What follows belongs to an exercise in optimizing a design on an open flow for small area and a short achievable clock period; a production flow would make more cautious choices. The RTL was checked by simulation tests, not by an equivalence proof against the original design. Power and IR drop assume default switching activity.

job 8323:
==> flow/design.v <==
`timescale 1ns / 1ps
module mod (
    input logic clk,
    input logic reset,
    input logic [15:0] samp,
    output logic pull,
    output logic pdata
);
    localparam logic [39:0] TH = 40'h00014CCCCC;
    logic [7:0]  cnt;
    logic [15:0] sv;
    logic [39:2] xb;
    logic [39:8] pb;
    logic [0:0] q;
    logic [5:1] cx, cx_n;
    logic [3:1] cp, cp_n;
    wire [39:0] xt = {xb, 2'b00} + ({39'd0, cx[1]} << 8) + ({39'd0, cx[2]} << 14) + ({39'd0, cx[3]} << 20) + ({39'd0, cx[4]} << 26) + ({39'd0, cx[5]} << 32);
    wire c0 = (xt >= TH) && !xt[39];
    wire c1 = (xt >= (TH << 1)) && (xt < (40'h8000000000 + TH));
    wire s1 = xb[8] ^ pb[8] ^ q[0];
    wire c2 = (xb[8] & pb[8]) | (xb[8] & q[0]) | (pb[8] & q[0]);
    wire s3 = xb[9] ^ pb[9] ^ q[0];
    wire c4 = (xb[9] & pb[9]) | (xb[9] & q[0]) | (pb[9] & q[0]);
    wire s5 = xb[10] ^ pb[10];
    wire c6 = xb[10] & pb[10];
    wire s7 = xb[11] ^ pb[11];
    wire c8 = xb[11] & pb[11];
    wire s9 = xb[12] ^ pb[12] ^ q[0];
    wire c10 = (xb[12] & pb[12]) | (xb[12] & q[0]) | (pb[12] & q[0]);
    wire s11 = xb[13] ^ pb[13] ^ q[0];
    wire c12 = (xb[13] & pb[13]) | (xb[13] & q[0]) | (pb[13] & q[0]);
    wire s13 = xb[14] ^ pb[14] ^ cp[1];
    wire c14 = (xb[14] & pb[14]) | (xb[14] & cp[1]) | (pb[14] & cp[1]);
    wire s15 = xb[15] ^ pb[15];
    wire c16 = xb[15] & pb[15];
    wire s17 = xb[16] ^ pb[16] ^ q[0];
    wire c18 = (xb[16] & pb[16]) | (xb[16] & q[0]) | (pb[16] & q[0]);
    wire s19 = xb[17] ^ pb[17] ^ q[0];
    wire c20 = (xb[17] & pb[17]) | (xb[17] & q[0]) | (pb[17] & q[0]);
    wire s21 = xb[18] ^ pb[18];
    wire c22 = xb[18] & pb[18];
    wire s23 = xb[19] ^ pb[19] ^ cp[2];
    wire c24 = (xb[19] & pb[19]) | (xb[19] & cp[2]) | (pb[19] & cp[2]);
    wire s25 = xb[20] ^ pb[20] ^ q[0];
    wire c26 = (xb[20] & pb[20]) | (xb[20] & q[0]) | (pb[20] & q[0]);
    wire s27 = xb[21] ^ pb[21] ^ q[0];
    wire c28 = (xb[21] & pb[21]) | (xb[21] & q[0]) | (pb[21] & q[0]);
    wire s29 = xb[22] ^ pb[22];
    wire c30 = xb[22] & pb[22];
    wire s31 = xb[23] ^ pb[23] ^ q[0];
    wire c32 = (xb[23] & pb[23]) | (xb[23] & q[0]) | (pb[23] & q[0]);
    wire s33 = xb[24] ^ pb[24] ^ q[0];
    wire c34 = (xb[24] & pb[24]) | (xb[24] & q[0]) | (pb[24] & q[0]);
    wire s35 = xb[25] ^ pb[25] ^ cp[3];
    wire c36 = (xb[25] & pb[25]) | (xb[25] & cp[3]) | (pb[25] & cp[3]);
    wire s37 = xb[26] ^ pb[26] ^ q[0];
    wire c38 = (xb[26] & pb[26]) | (xb[26] & q[0]) | (pb[26] & q[0]);
    wire s39 = xb[27] ^ pb[27] ^ q[0];
    wire c40 = (xb[27] & pb[27]) | (xb[27] & q[0]) | (pb[27] & q[0]);
    wire s41 = xb[28] ^ pb[28] ^ q[0];
    wire c42 = (xb[28] & pb[28]) | (xb[28] & q[0]) | (pb[28] & q[0]);
    wire s43 = xb[29] ^ pb[29] ^ q[0];
    wire c44 = (xb[29] & pb[29]) | (xb[29] & q[0]) | (pb[29] & q[0]);
    wire s45 = xb[30] ^ pb[30] ^ q[0];
    wire c46 = (xb[30] & pb[30]) | (xb[30] & q[0]) | (pb[30] & q[0]);
    wire s47 = xb[31] ^ pb[31] ^ q[0];
    wire c48 = (xb[31] & pb[31]) | (xb[31] & q[0]) | (pb[31] & q[0]);
    wire s49 = xb[32] ^ pb[32] ^ q[0];
    wire c50 = (xb[32] & pb[32]) | (xb[32] & q[0]) | (pb[32] & q[0]);
    wire s51 = xb[33] ^ pb[33] ^ q[0];
    wire c52 = (xb[33] & pb[33]) | (xb[33] & q[0]) | (pb[33] & q[0]);
    wire s53 = xb[34] ^ pb[34] ^ q[0];
    wire c54 = (xb[34] & pb[34]) | (xb[34] & q[0]) | (pb[34] & q[0]);
    wire s55 = xb[35] ^ pb[35] ^ q[0];
    wire c56 = (xb[35] & pb[35]) | (xb[35] & q[0]) | (pb[35] & q[0]);
    wire s57 = xb[36] ^ pb[36] ^ q[0];
    wire c58 = (xb[36] & pb[36]) | (xb[36] & q[0]) | (pb[36] & q[0]);
    wire s59 = xb[37] ^ pb[37] ^ q[0];
    wire c60 = (xb[37] & pb[37]) | (xb[37] & q[0]) | (pb[37] & q[0]);
    wire s61 = xb[38] ^ pb[38] ^ q[0];
    wire c62 = (xb[38] & pb[38]) | (xb[38] & q[0]) | (pb[38] & q[0]);
    wire s63 = xb[39] ^ pb[39] ^ q[0];
    wire c64 = (xb[39] & pb[39]) | (xb[39] & q[0]) | (pb[39] & q[0]);
    wire [6:0] xs65 = {1'b0, xb[7], xb[6], xb[5], xb[4], xb[3], xb[2]} + {1'b0, 1'b0, 1'b0, q[0], q[0], 1'b0, q[0]} + 7'(1'b0);
    assign cx_n[1] = xs65[6];
    wire [6:0] xs66 = {1'b0, s11, s9, s7, s5, s3, s1} + {1'b0, c10, c8, c6, c4, c2, 1'b0} + 7'(cx[1]);
    assign cx_n[2] = xs66[6];
    wire [6:0] xs67 = {1'b0, s23, s21, s19, s17, s15, s13} + {1'b0, c22, c20, c18, c16, c14, c12} + 7'(cx[2]);
    assign cx_n[3] = xs67[6];
    wire [6:0] xs68 = {1'b0, s35, s33, s31, s29, s27, s25} + {1'b0, c34, c32, c30, c28, c26, c24} + 7'(cx[3]);
    assign cx_n[4] = xs68[6];
    wire [6:0] xs69 = {1'b0, s47, s45, s43, s41, s39, s37} + {1'b0, c46, c44, c42, c40, c38, c36} + 7'(cx[4]);
    assign cx_n[5] = xs69[6];
    wire [8:0] xs70 = {1'b0, s63, s61, s59, s57, s55, s53, s51, s49} + {1'b0, c62, c60, c58, c56, c54, c52, c50, c48} + 9'(cx[5]);
    wire [6:0] ps71 = {1'b0, pb[13], pb[12], pb[11], pb[10], pb[9], pb[8]} + {1'b0, sv[5], sv[4], sv[3], sv[2], sv[1], sv[0]} + 7'(1'b0);
    assign cp_n[1] = ps71[6];
    wire [5:0] ps72 = {1'b0, pb[18], pb[17], pb[16], pb[15], pb[14]} + {1'b0, sv[10], sv[9], sv[8], sv[7], sv[6]} + 6'(cp[1]);
    assign cp_n[2] = ps72[5];
    wire [6:0] ps73 = {1'b0, pb[24], pb[23], pb[22], pb[21], pb[20], pb[19]} + {1'b0, q[0], sv[15], sv[14], sv[13], sv[12], sv[11]} + 7'(cp[2]);
    assign cp_n[3] = ps73[6];
    wire [15:0] ps74 = {1'b0, pb[39], pb[38], pb[37], pb[36], pb[35], pb[34], pb[33], pb[32], pb[31], pb[30], pb[29], pb[28], pb[27], pb[26], pb[25]} + {1'b0, q[0], q[0], q[0], q[0], q[0], q[0], q[0], q[0], q[0], q[0], q[0], q[0], q[0], q[0], q[0]} + 16'(cp[3]);
    wire [39:2] xb_n = {xs70[7], xs70[6], xs70[5], xs70[4], xs70[3], xs70[2], xs70[1], xs70[0], xs69[5], xs69[4], xs69[3], xs69[2], xs69[1], xs69[0], xs68[5], xs68[4], xs68[3], xs68[2], xs68[1], xs68[0], xs67[5], xs67[4], xs67[3], xs67[2], xs67[1], xs67[0], xs66[5], xs66[4], xs66[3], xs66[2], xs66[1], xs66[0], xs65[5], xs65[4], xs65[3], xs65[2], xs65[1], xs65[0]};
    wire [39:8] pb_n = {ps74[14], ps74[13], ps74[12], ps74[11], ps74[10], ps74[9], ps74[8], ps74[7], ps74[6], ps74[5], ps74[4], ps74[3], ps74[2], ps74[1], ps74[0], ps73[5], ps73[4], ps73[3], ps73[2], ps73[1], ps73[0], ps72[4], ps72[3], ps72[2], ps72[1], ps72[0], ps71[5], ps71[4], ps71[3], ps71[2], ps71[1], ps71[0]};
    always_ff @(posedge clk or posedge reset) begin
        if (reset) begin
            cnt <= 8'hFF;
            sv  <= '0;
            xb  <= '0;
            pb  <= '0;
            q   <= '0;
            cx  <= '0;
            cp  <= '0;
        end else begin
            cnt <= cnt + 8'd1;
            if (cnt == 8'hFF) sv <= samp;
            xb  <= xb_n;
            pb  <= pb_n;
            cx  <= cx_n;
            cp  <= cp_n;
            q[0] <= q[0] ? c1 : c0;
        end
    end
    assign pull  = (cnt == 8'hFF);
    assign pdata = q[0];
endmodule
clock: 5.2 ns
lec_check: 0
abc_area: 1
cap_margin: 20
core_margin: 2
core_utilization: 40
setup_slack_margin: 2.7
slew_margin: 20
run.sh (not shown) runs the stock make flow with config.mk's settings and CLKGATE_MAP_FILE= SYNTH_SCRIPT=/design/flow/synth_recipe.tcl, a recipe that flattens the netlist after the stock synthesis.
Job 8323: PASS, flow complete, no timing, DRC or antenna violations
Setup changes, job 8323 to job 4845
- SETUP_SLACK_MARGIN changed from 2.7 to 2.5
- CTS_BUF_LIST newly set to sky130_fd_sc_hd__clkbuf_4 sky130_fd_sc_hd__clkbuf_8
- ABC_AREA removed (was 1)
--- outcome ---
The higher clock latency at the later pin of the worst-skew pair of job 8323 and job 4845 is in job 4845. Changes observed in job 4845 relative to job 8323: utilization increased by 0.78 points relative to the old numbers, power in the clock group went down, register area moved up, clock network fraction of design power went down 8.1 points, per-instance average area after synthesis rose 25%. [compare] base=job 8323 new=job 4845: power fell 13%; leakage power of the design went down 16%; final standard cell count with taps included and fillers excluded has decreased. Between job 8323 and job 4845, the largest clock skew in the final design is higher for job 4845. Job 4845 has clock-cell share of area below what job 8323 had. Type of the worst setup path = reg2out: job 8323; type of the worst setup path = reg2reg: job 4845.
Input changes introduced in job 3822 (baseline for comparison: job 4845):
- SETUP_SLACK_MARGIN no longer set, was 2.5
- CTS_BUF_LIST no longer set, was sky130_fd_sc_hd__clkbuf_4 sky130_fd_sc_hd__clkbuf_8
Notes after the runs:
- Comparing final instance area for job 4845 and job 3822, the bigger number came from job 4845.
- Final clock period utilization by the worst path ends up lower on job 4845.
- Changes observed in job 3822 relative to job 4845: share of final-layout standard cells stronger than drive strength 1 went down by 15 points, number of DRC markers after the initial detailed-route iteration shrank by about 35%, critical path depth has decreased, number of register bits inferred by synthesis ~0 delta.
- Of the two values seen for top power group, sequential cells was produced by job 4845 and the clock network by job 3822.
- Between job 4845 and job 3822, the flow reports power increasing by more than 10%.
- Job 4845 → job 3822: leakage power summed over all cells dropped 4.2%, worst setup slack dropped 1.26 ns, total length of routed wires dropped 4.7%.
diff inputs: job 3822 => job 9080
- ABC_AREA: unset -> 1
- SETUP_SLACK_MARGIN: unset -> 2.5
Notes after the runs:
- Sort job 3822 and job 9080 by depth of the worst register-to-register path asc -> top: job 9080
- Sort job 3822 and job 9080 by die area, ascending, and job 3822 comes first.
- [job 9080] final area rose about 10% relative to job 3822
- Worst setup slack in job 9080 is 1.41 ns higher than in job 3822
- Post-detailed-placement cell area delta for job 9080 relative to job 3822: about 9% higher
- Total power of the final layout: job 9080 better than job 3822
- Going from job 3822 to job 9080, the sequential share of cell area was found to have gone down by 2.9 points.
- Sort job 3822 and job 9080 by count of clock-net buffers in the final layout, descending, and job 9080 comes first.
- Delta (job 9080 minus job 3822): routed wire length shows an increase of about 5.5%; source-to-sink clock delay at the later pin of the worst-skew pair ~0 delta.
- Job 9080 vs. job 3822: critical path depth went up by 1.

-- separate check: timing with driven ports --
The flow's constraints put no driver on any port. The routed layouts listed below were extracted and timed again, unchanged, in two steps. Step 1 (the two cells are an assumption about what drives the block):
set clk [get_ports {clk}]
set_driving_cell -lib_cell sky130_fd_sc_hd__clkbuf_16 $clk
set_driving_cell -lib_cell sky130_fd_sc_hd__buf_2 [delete_from_list [all_inputs] $clk]
Step 2 times the ports against the registers' clock, not the clock port: input delays grow and output delays shrink by t, the midpoint of the rising clock arrivals with the driver on. a / b / c = ideal ports / drivers / drivers and shift; a / b = the first two.
| run | t (ns) | setup slack, ns | hold slack, ns | worst setup path after step 2 | worst register clock-pin slew, ns |
|---|---|---|---|---|---|
| job 8323 | 0.399 | 2.593 / 2.549 / 2.719 | 0.490 / 0.490 / 0.490 | register to register | 0.08 / 0.08 |
| job 4845 | 0.434 | 2.375 / 2.375 / 2.375 | 0.505 / 0.505 / 0.505 | register to register | 0.12 / 0.12 |
| job 3822 | 0.398 | 1.118 / 1.074 / 1.472 | 0.471 / 0.471 / 0.471 | register to output | 0.08 / 0.08 |
| job 9080 | 0.385 | 2.523 / 2.482 / 2.663 | 0.457 / 0.457 / 0.457 | register to register | 0.07 / 0.07 |
After both steps setup and hold are still met in every run listed.
